This design comes from an exercise in tuning for small area on the open sky130 flow, not from production work.
Function was checked by simulation only, so behaviour that the tests miss may differ from the original.
Power and IR drop assume default switching activity.

==> build 76: inputs <==
Design MIPS, start of the top module:
module MIPS(
	input clk,
	input rst_n,
	input cpu_en,
	input [7:0] data_read,
	input ram_send,
	input ram_receive,
	output reg cpu_send,
	output reg cpu_receive,
	output reg cpu_ready,
	output reg [15:0] data_addr,
	output reg [7:0] data_store,
	output reg [1:0] mem_ctrl,
	output reg done
	);
	localparam IDLE = 3'b000, IF = 3'b001, ID = 3'b011, EX = 3'b111, MEM = 3'b110, WB = 3'b100;
	wire rst = ~(rst_n & cpu_en);
	reg [15:0] PC, IR, temp, rt, rsr;
	reg [2:0] state;
	reg lv;
	reg [1:0] cnt;
	reg delay_cnt, delay_en;
	wire s_idle = state == IDLE;
	wire s_if   = state == IF;
	wire s_id   = state == ID;
	wire s_ex   = state == EX;
	wire s_mem  = state == MEM;
	wire s_wb   = state == WB;
	wire [3:0] OP = IR[15:12];
	wire [2:0] funct = IR[2:0];
	wire [5:0] im = IR[5:0];
	wire rtype = OP == 4'b0000;
	wire is_lw = OP == 4'b1100;
	wire is_sw = OP == 4'b1101;
	wire is_br = OP[3:1] == 3'b111;
	wire is_j  = OP[3:1] == 3'b010;
	wire c0 = cnt == 2'd0;
	wire c1 = cnt == 2'd1;
	wire c2 = cnt == 2'd2;
	wire bus_rd = s_if | (s_mem & is_lw);
	wire bus_wr = s_mem & is_sw;
	wire rd_hs = cpu_receive & ram_send;
	wire rd_cap = bus_rd & ~c2 & ram_send & ~cpu_receive;
	wire wr_hs = cpu_send & ram_receive;
	reg [15:0] S0, S1, S2, S3, S4, S5, S6, S7;
	reg [2:0] rot;
	reg [1:0] clr;
	wire [2:0] rs_pos = IR[11:9] + rot;
	wire [2:0] rt_pos = IR[8:6] + rot;
	wire rw_win = s_id | s_ex;
	wire [15:0] rs = rsr;
	wire is_jr = rtype & funct == 3'b111;
	wire ex1 = s_ex & ~lv;
	reg taken;
	wire mem1 = s_mem & ~lv;
	wire br_step = is_br & taken & ((s_mem & lv) | s_wb | (s_idle & ~lv));
	wire j_step1 = ex1 & is_j;
	wire j_step2 = is_j & ((s_ex & lv) | s_mem | (s_wb & ~lv)) & (rot[1:0] == 2'd0);
	wire op_and = rtype ? funct == 3'b101 : OP[2:0] == 3'b010;
	wire op_or  = rtype ? funct == 3'b110 : OP[2:0] == 3'b011;
	wire op_slt = rtype & funct == 3'b100;
  ...
export LEC_CHECK = 0
export CAP_MARGIN = 20
export CORE_MARGIN = 2
export CORE_UTILIZATION = 40
export CTS_BUF_LIST = sky130_fd_sc_hd__clkbuf_8
export CTS_CLUSTER_DIAMETER = 60
export CTS_CLUSTER_SIZE = 16
export SLEW_MARGIN = 20
create_clock -name core_clock -period 10.0 [get_ports {clk}]
run.sh (not shown) runs the stock make flow with config.mk's settings and CLKGATE_MAP_FILE= SYNTH_SCRIPT=/design/flow/synth_recipe.tcl, a recipe that flattens the netlist after the stock synthesis.
==> inputs of trial 3, as changes to build 76 <==
--- a/flow/design.v
+++ b/flow/design.v
@@ -39,93 +39,102 @@
 	wire c2 = cnt == 2'd2;
 	wire bus_rd = s_if | (s_mem & is_lw);
 	wire bus_wr = s_mem & is_sw;
 	wire rd_hs = cpu_receive & ram_send;
 	wire rd_cap = bus_rd & ~c2 & ram_send & ~cpu_receive;
 	wire wr_hs = cpu_send & ram_receive;
 	reg [15:0] S0, S1, S2, S3, S4, S5, S6, S7;
-	reg [2:0] rot;
+	reg [2:0] q;
 	reg [1:0] clr;
-	wire [2:0] rs_pos = IR[11:9] + rot;
-	wire [2:0] rt_pos = IR[8:6] + rot;
 	wire rw_win = s_id | s_ex;
 	wire [15:0] rs = rsr;
 	wire is_jr = rtype & funct == 3'b111;
 	wire ex1 = s_ex & ~lv;
 	reg taken;
 	wire mem1 = s_mem & ~lv;
 	wire br_step = is_br & taken & ((s_mem & lv) | s_wb | (s_idle & ~lv));
 	wire j_step1 = ex1 & is_j;
-	wire j_step2 = is_j & ((s_ex & lv) | s_mem | (s_wb & ~lv)) & (rot[1:0] == 2'd0);
+	wire j_step2 = is_j & ((s_ex & lv) | s_mem | (s_wb & ~lv)) & (q[1:0] == 2'd3);
 	wire op_and = rtype ? funct == 3'b101 : OP[2:0] == 3'b010;
 	wire op_or  = rtype ? funct == 3'b110 : OP[2:0] == 3'b011;
 	wire op_slt = rtype & funct == 3'b100;
 	wire op_zero = ~rtype & OP[2];
-	wire a_pc = s_if | j_step1 | j_step2 | br_step;
-	wire b_rt = mem1 & ((rtype & ~is_jr) | is_br);
-	wire b_im = (mem1 & OP[3:2] == 2'b10) | (s_mem & (is_lw | is_sw)) | (br_step & lv);
-	wire b_two = (s_if & c2) | j_step1 | j_step2;
-	wire sub = mem1 & (rtype ? (funct[2:1] == 2'b01 || funct == 3'b100) : (OP[3] & (OP[2:0] == 3'b001 || OP[2:1] == 2'b11)));
+	wire [2:0] n_st = rst ? IDLE : lv ? {state[1:0], ~state[2]} : state;
+	wire n_lv = ~rst & ~lv & (c2 | ~(bus_rd | bus_wr));
+	wire [1:0] n_cnt = rst ? 2'd0 : (bus_rd | bus_wr) ? (c2 ? 2'd0 : cnt + {1'b0, bus_rd ? rd_hs : wr_hs}) : cnt;
+	wire n_taken = mem1 ? eq ^ OP[0] : taken;
+	wire [2:0] n_q = rst ? 3'd0 : q - 3'd1;
+	wire n_idle = n_st == IDLE;
+	wire n_if = n_st == IF;
+	wire n_ex = n_st == EX;
+	wire n_mem = n_st == MEM;
+	wire n_wb = n_st == WB;
+	wire n_ex1 = n_ex & ~n_lv;
+	wire n_mem1 = n_mem & ~n_lv;
+	wire n_br_step = is_br & n_taken & ((n_mem & n_lv) | n_wb | (n_idle & ~n_lv));
+	wire n_j_step = is_j & (n_ex1 | (((n_ex & n_lv) | n_mem | (n_wb & ~n_lv)) & n_q[1:0] == 2'd3));
+	reg b_rt, sub, a_pc, b_im, b_two, cin;
+	wire n_sub = ~rst & s_ex & lv & (rtype ? (funct[2:1] == 2'b01 || funct == 3'b100) : (OP[3] & (OP[2:0] == 3'b001 || OP[2:1] == 2'b11)));
+	always @(posedge clk) begin
+		b_rt <= ~rst & s_ex & lv & ((rtype & ~is_jr) | is_br);
+		sub <= n_sub;
+		a_pc <= ~rst & (n_if | n_j_step | n_br_step);
+		b_im <= ~rst & ((n_mem1 & OP[3:2] == 2'b10) | (n_mem & (is_lw | is_sw)) | (n_br_step & n_lv));
+		b_two <= ~rst & ((n_if & n_cnt == 2'd2) | n_j_step);
+		cin <= ~rst & (n_sub | (n_cnt == 2'd1 & (n_if | n_mem)) | n_br_step);
+	end
 	wire [15:0] alu_b0 = b_rt ? rt : {10'd0, im & {6{b_im}}};
 	wire [15:0] alu_b = (sub ? ~alu_b0 : alu_b0) | {14'd0, b_two, 1'b0};
 	wire [15:0] alu_a = a_pc ? PC : rs;
 	wire [16:0] alu_sum;
 	wire [16:0] alu_c;
-	wire [15:0] alu_co;
-	wire lop = mem1 & (op_and | op_or) & ~op_zero;
-	wire lval = op_or;
-	assign alu_c[0] = lop ? lval : (sub | (c1 & (s_if | s_mem)) | br_step);
+	assign alu_c[0] = cin;
 	genvar gi;
 	generate for (gi = 0; gi < 16; gi = gi + 1) begin : g_add
 		assign alu_sum[gi] = alu_a[gi] ^ alu_b[gi] ^ alu_c[gi];
-		assign alu_co[gi] = (alu_a[gi] & alu_b[gi]) | (alu_c[gi] & (alu_a[gi] ^ alu_b[gi]));
-		if (gi < 15) begin : g_c
-			assign alu_c[gi+1] = lop ? lval : alu_co[gi];
-		end
+		assign alu_c[gi+1] = (alu_a[gi] & alu_b[gi]) | (alu_c[gi] & (alu_a[gi] ^ alu_b[gi]));
 	end endgenerate
-	assign alu_c[16] = alu_co[15];
 	assign alu_sum[16] = alu_c[16];
 	wire eq = alu_sum[15:0] == 16'd0;
 	wire s_and = op_and & ~op_zero;
 	wire s_or = op_or & ~op_zero;
 	wire s_slt = op_slt;
 	wire s_sum = ~op_and & ~op_or & ~op_slt & ~op_zero;
-	wire [15:0] alu_res = ({16{s_sum}} & alu_sum[15:0]) | ({16{s_and | s_or}} & alu_co) | {15'd0, s_slt & ~alu_sum[16]};
+	wire [15:0] alu_res = ({16{s_sum}} & alu_sum[15:0]) | ({16{s_and}} & rs & alu_b0) | ({16{s_or}} & (rs | alu_b0)) | {15'd0, s_slt & ~alu_sum[16]};
 	wire ex_temp = (mem1 & (rtype ? ~is_jr : OP[3:2] == 2'b10)) | (ex1 & OP[3:1] == 3'b110);
 	wire [7:0] cap_byte = s_if ? (cnt[0] ? IR[7:0] : IR[15:8]) : (cnt[0] ? temp[7:0] : temp[15:8]);
 	wire cap_eq = cap_byte == data_read;
 	wire [7:0] st_byte = cnt[0] ? rt[7:0] : rt[15:8];
 	wire [7:0] dr = data_read & {8{~rst}};
 	always @(posedge clk) begin
 		cpu_ready <= ~rst & delay_en & ~delay_cnt;
 		delay_cnt <= ~rst & delay_en;
 	end
 	always @(posedge clk) begin
-		if (rw_win & rs_pos[1:0] == 2'd0) rsr <= rs_pos[2] ? S4 : S0;
-		if (rw_win & rt_pos[1:0] == 2'd0) rt <= rt_pos[2] ? S4 : S0;
+		if (rw_win & IR[10:9] == q[1:0]) rsr <= (IR[11] ^ q[2]) ? S4 : S0;
+		if (rw_win & IR[7:6] == q[1:0]) rt <= (IR[8] ^ q[2]) ? S4 : S0;
 	end
 	wire wb_we = (s_wb | s_idle) & (rtype | OP[3:2] == 2'b10 | is_lw);
 	wire jal_we = j_step2 & OP[0];
 	wire [2:0] wa = jal_we ? 3'd7 : rtype ? IR[5:3] : IR[8:6];
-	wire [2:0] w_pos = wa + rot;
 	wire zap = rst | (clr != 2'd0);
-	wire w_any = (wb_we | jal_we) & w_pos[1:0] == 2'd3;
-	wire w0 = zap | (w_any & w_pos[2]);
-	wire w4 = zap | (w_any & ~w_pos[2]);
+	wire w_any = (wb_we | jal_we) & wa[1:0] == q[1:0];
+	wire w1 = zap | (w_any & ~(wa[2] ^ q[2]));
+	wire w5 = zap | (w_any & (wa[2] ^ q[2]));
 	wire [15:0] wd = (jal_we ? PC : temp) & {16{~zap}};
 	always @(posedge clk) begin
-		S0 <= w0 ? wd : S7;
-		S1 <= S0;
+		S0 <= S7;
+		S1 <= w1 ? wd : S0;
 		S2 <= S1;
 		S3 <= S2;
-		S4 <= w4 ? wd : S3;
-		S5 <= S4;
+		S4 <= S3;
+		S5 <= w5 ? wd : S4;
 		S6 <= S5;
 		S7 <= S6;
-		rot <= rst ? 3'd0 : rot + 3'd1;
+		q <= rst ? 3'd0 : q - 3'd1;
 		clr <= rst ? 2'd3 : clr - {1'b0, clr != 2'd0};
 	end
 	always @(posedge clk) begin
 		if (rst | (rd_cap & s_if & ~cnt[0])) IR[15:8] <= dr;
 		if (rst | (rd_cap & s_if & cnt[0])) IR[7:0] <= dr;
 		if (rst | ex_temp | (rd_cap & ~s_if & ~cnt[0])) temp[15:8] <= ex_temp ? alu_res[15:8] & {8{~rst}} : dr;
 		if (rst | ex_temp | (rd_cap & ~s_if & cnt[0])) temp[7:0] <= ex_temp ? alu_res[7:0] & {8{~rst}} : dr;
CORE_UTILIZATION = 65   (was 40)
==> inputs of build 63, as changes to build 76 <==
--- a/flow/design.v
+++ b/flow/design.v
@@ -39,93 +39,86 @@
 	wire c2 = cnt == 2'd2;
 	wire bus_rd = s_if | (s_mem & is_lw);
 	wire bus_wr = s_mem & is_sw;
 	wire rd_hs = cpu_receive & ram_send;
 	wire rd_cap = bus_rd & ~c2 & ram_send & ~cpu_receive;
 	wire wr_hs = cpu_send & ram_receive;
 	reg [15:0] S0, S1, S2, S3, S4, S5, S6, S7;
-	reg [2:0] rot;
+	reg [2:0] q;
 	reg [1:0] clr;
-	wire [2:0] rs_pos = IR[11:9] + rot;
-	wire [2:0] rt_pos = IR[8:6] + rot;
 	wire rw_win = s_id | s_ex;
 	wire [15:0] rs = rsr;
 	wire is_jr = rtype & funct == 3'b111;
 	wire ex1 = s_ex & ~lv;
 	reg taken;
 	wire mem1 = s_mem & ~lv;
 	wire br_step = is_br & taken & ((s_mem & lv) | s_wb | (s_idle & ~lv));
 	wire j_step1 = ex1 & is_j;
-	wire j_step2 = is_j & ((s_ex & lv) | s_mem | (s_wb & ~lv)) & (rot[1:0] == 2'd0);
+	wire j_step2 = is_j & ((s_ex & lv) | s_mem | (s_wb & ~lv)) & (q[1:0] == 2'd3);
 	wire op_and = rtype ? funct == 3'b101 : OP[2:0] == 3'b010;
 	wire op_or  = rtype ? funct == 3'b110 : OP[2:0] == 3'b011;
 	wire op_slt = rtype & funct == 3'b100;
 	wire op_zero = ~rtype & OP[2];
 	wire a_pc = s_if | j_step1 | j_step2 | br_step;
-	wire b_rt = mem1 & ((rtype & ~is_jr) | is_br);
+	reg b_rt, sub;
+	always @(posedge clk) begin
+		b_rt <= ~rst & s_ex & lv & ((rtype & ~is_jr) | is_br);
+		sub <= ~rst & s_ex & lv & (rtype ? (funct[2:1] == 2'b01 || funct == 3'b100) : (OP[3] & (OP[2:0] == 3'b001 || OP[2:1] == 2'b11)));
+	end
 	wire b_im = (mem1 & OP[3:2] == 2'b10) | (s_mem & (is_lw | is_sw)) | (br_step & lv);
 	wire b_two = (s_if & c2) | j_step1 | j_step2;
-	wire sub = mem1 & (rtype ? (funct[2:1] == 2'b01 || funct == 3'b100) : (OP[3] & (OP[2:0] == 3'b001 || OP[2:1] == 2'b11)));
 	wire [15:0] alu_b0 = b_rt ? rt : {10'd0, im & {6{b_im}}};
 	wire [15:0] alu_b = (sub ? ~alu_b0 : alu_b0) | {14'd0, b_two, 1'b0};
 	wire [15:0] alu_a = a_pc ? PC : rs;
 	wire [16:0] alu_sum;
 	wire [16:0] alu_c;
-	wire [15:0] alu_co;
-	wire lop = mem1 & (op_and | op_or) & ~op_zero;
-	wire lval = op_or;
-	assign alu_c[0] = lop ? lval : (sub | (c1 & (s_if | s_mem)) | br_step);
+	assign alu_c[0] = sub | (c1 & (s_if | s_mem)) | br_step;
 	genvar gi;
 	generate for (gi = 0; gi < 16; gi = gi + 1) begin : g_add
 		assign alu_sum[gi] = alu_a[gi] ^ alu_b[gi] ^ alu_c[gi];
-		assign alu_co[gi] = (alu_a[gi] & alu_b[gi]) | (alu_c[gi] & (alu_a[gi] ^ alu_b[gi]));
-		if (gi < 15) begin : g_c
-			assign alu_c[gi+1] = lop ? lval : alu_co[gi];
-		end
+		assign alu_c[gi+1] = (alu_a[gi] & alu_b[gi]) | (alu_c[gi] & (alu_a[gi] ^ alu_b[gi]));
 	end endgenerate
-	assign alu_c[16] = alu_co[15];
 	assign alu_sum[16] = alu_c[16];
 	wire eq = alu_sum[15:0] == 16'd0;
 	wire s_and = op_and & ~op_zero;
 	wire s_or = op_or & ~op_zero;
 	wire s_slt = op_slt;
 	wire s_sum = ~op_and & ~op_or & ~op_slt & ~op_zero;
-	wire [15:0] alu_res = ({16{s_sum}} & alu_sum[15:0]) | ({16{s_and | s_or}} & alu_co) | {15'd0, s_slt & ~alu_sum[16]};
+	wire [15:0] alu_res = ({16{s_sum}} & alu_sum[15:0]) | ({16{s_and}} & rs & alu_b0) | ({16{s_or}} & (rs | alu_b0)) | {15'd0, s_slt & ~alu_sum[16]};
 	wire ex_temp = (mem1 & (rtype ? ~is_jr : OP[3:2] == 2'b10)) | (ex1 & OP[3:1] == 3'b110);
 	wire [7:0] cap_byte = s_if ? (cnt[0] ? IR[7:0] : IR[15:8]) : (cnt[0] ? temp[7:0] : temp[15:8]);
 	wire cap_eq = cap_byte == data_read;
 	wire [7:0] st_byte = cnt[0] ? rt[7:0] : rt[15:8];
 	wire [7:0] dr = data_read & {8{~rst}};
 	always @(posedge clk) begin
 		cpu_ready <= ~rst & delay_en & ~delay_cnt;
 		delay_cnt <= ~rst & delay_en;
 	end
 	always @(posedge clk) begin
-		if (rw_win & rs_pos[1:0] == 2'd0) rsr <= rs_pos[2] ? S4 : S0;
-		if (rw_win & rt_pos[1:0] == 2'd0) rt <= rt_pos[2] ? S4 : S0;
+		if (rw_win & IR[10:9] == q[1:0]) rsr <= (IR[11] ^ q[2]) ? S4 : S0;
+		if (rw_win & IR[7:6] == q[1:0]) rt <= (IR[8] ^ q[2]) ? S4 : S0;
 	end
 	wire wb_we = (s_wb | s_idle) & (rtype | OP[3:2] == 2'b10 | is_lw);
 	wire jal_we = j_step2 & OP[0];
 	wire [2:0] wa = jal_we ? 3'd7 : rtype ? IR[5:3] : IR[8:6];
-	wire [2:0] w_pos = wa + rot;
 	wire zap = rst | (clr != 2'd0);
-	wire w_any = (wb_we | jal_we) & w_pos[1:0] == 2'd3;
-	wire w0 = zap | (w_any & w_pos[2]);
-	wire w4 = zap | (w_any & ~w_pos[2]);
+	wire w_any = (wb_we | jal_we) & wa[1:0] == q[1:0];
+	wire w1 = zap | (w_any & ~(wa[2] ^ q[2]));
+	wire w5 = zap | (w_any & (wa[2] ^ q[2]));
 	wire [15:0] wd = (jal_we ? PC : temp) & {16{~zap}};
 	always @(posedge clk) begin
-		S0 <= w0 ? wd : S7;
-		S1 <= S0;
+		S0 <= S7;
+		S1 <= w1 ? wd : S0;
 		S2 <= S1;
 		S3 <= S2;
-		S4 <= w4 ? wd : S3;
-		S5 <= S4;
+		S4 <= S3;
+		S5 <= w5 ? wd : S4;
 		S6 <= S5;
 		S7 <= S6;
-		rot <= rst ? 3'd0 : rot + 3'd1;
+		q <= rst ? 3'd0 : q - 3'd1;
 		clr <= rst ? 2'd3 : clr - {1'b0, clr != 2'd0};
 	end
 	always @(posedge clk) begin
 		if (rst | (rd_cap & s_if & ~cnt[0])) IR[15:8] <= dr;
 		if (rst | (rd_cap & s_if & cnt[0])) IR[7:0] <= dr;
 		if (rst | ex_temp | (rd_cap & ~s_if & ~cnt[0])) temp[15:8] <= ex_temp ? alu_res[15:8] & {8{~rst}} : dr;
 		if (rst | ex_temp | (rd_cap & ~s_if & cnt[0])) temp[7:0] <= ex_temp ? alu_res[7:0] & {8{~rst}} : dr;
==> summary of the runs <==
Count of clock-buffer cells in the layout: build 63 < build 76 < trial 3.
Trial 3 passed the timing, DRC and antenna checks. Build 63 produced a clean layout. Build 76 produced a layout that fails on setup timing.
Cell area, lowest first: trial 3, build 63, build 76.
Worst hold slack: trial 3 < build 63 < build 76.
Global-route usage, highest first: trial 3, build 76, build 63.
Total power: build 63 < build 76 < trial 3.
==> figures <==
item                                                               trial 3               build 63                    build 76
Mux contribution to synthesized area                                 0.126                  0.142                       0.114
Worst path setup slack after routing                                735 ps                 426 ps                     -366 ps
Layout Utilization                                                   0.732                  0.458                       0.477
Row count                                                               46                     59                          59
All-Layer GR Usage                                                   0.316                  0.190                       0.191
Timing endpoint of the critical path                                   cin                  taken                       taken
Cell repeated most along the worst path              sky130_fd_sc_hd__fa_1  sky130_fd_sc_hd__fa_1       sky130_fd_sc_hd__fa_2
Post-synthesis instance total                                          883                    869                         845
Run status                                                  finished clean         finished clean  complete, but fails checks
Violated checks                                                          -                      -                setup timing
Growth of design area from synthesis to finish                       9.65%                  12.5%                       17.5%
Fraction of standard cell area in multi-input logic                  0.359                  0.358                       0.349
Global-route wire length before repair                             42.5 mm                40.7 mm                     40.9 mm

-- port drivers added, routing unchanged --
No port has a modelled driver above. Below, the same layouts with a new extraction and two added sets of constraints. Step 1 sets driving cells, clkbuf_16 on the clock port and buf_2 on the other inputs (assumed; they add their load-dependent delay and slew). Step 2 moves the port delays by t, midway between the first and last clock arrival at a register: inputs arrive t later, outputs are due t later. That takes back most of the time a late clock gives input paths. a / b / c = no drivers / after step 1 / after step 2; a / b = the first two.
run	shift t [ns]	setup slack, ns	worst setup path after step 2
build 76	0.591	-0.366 / -0.366 / -0.366	register to register
trial 3	0.589	0.735 / 0.735 / 0.735	register to register
build 63	0.593	0.426 / 0.426 / 0.426	register to register
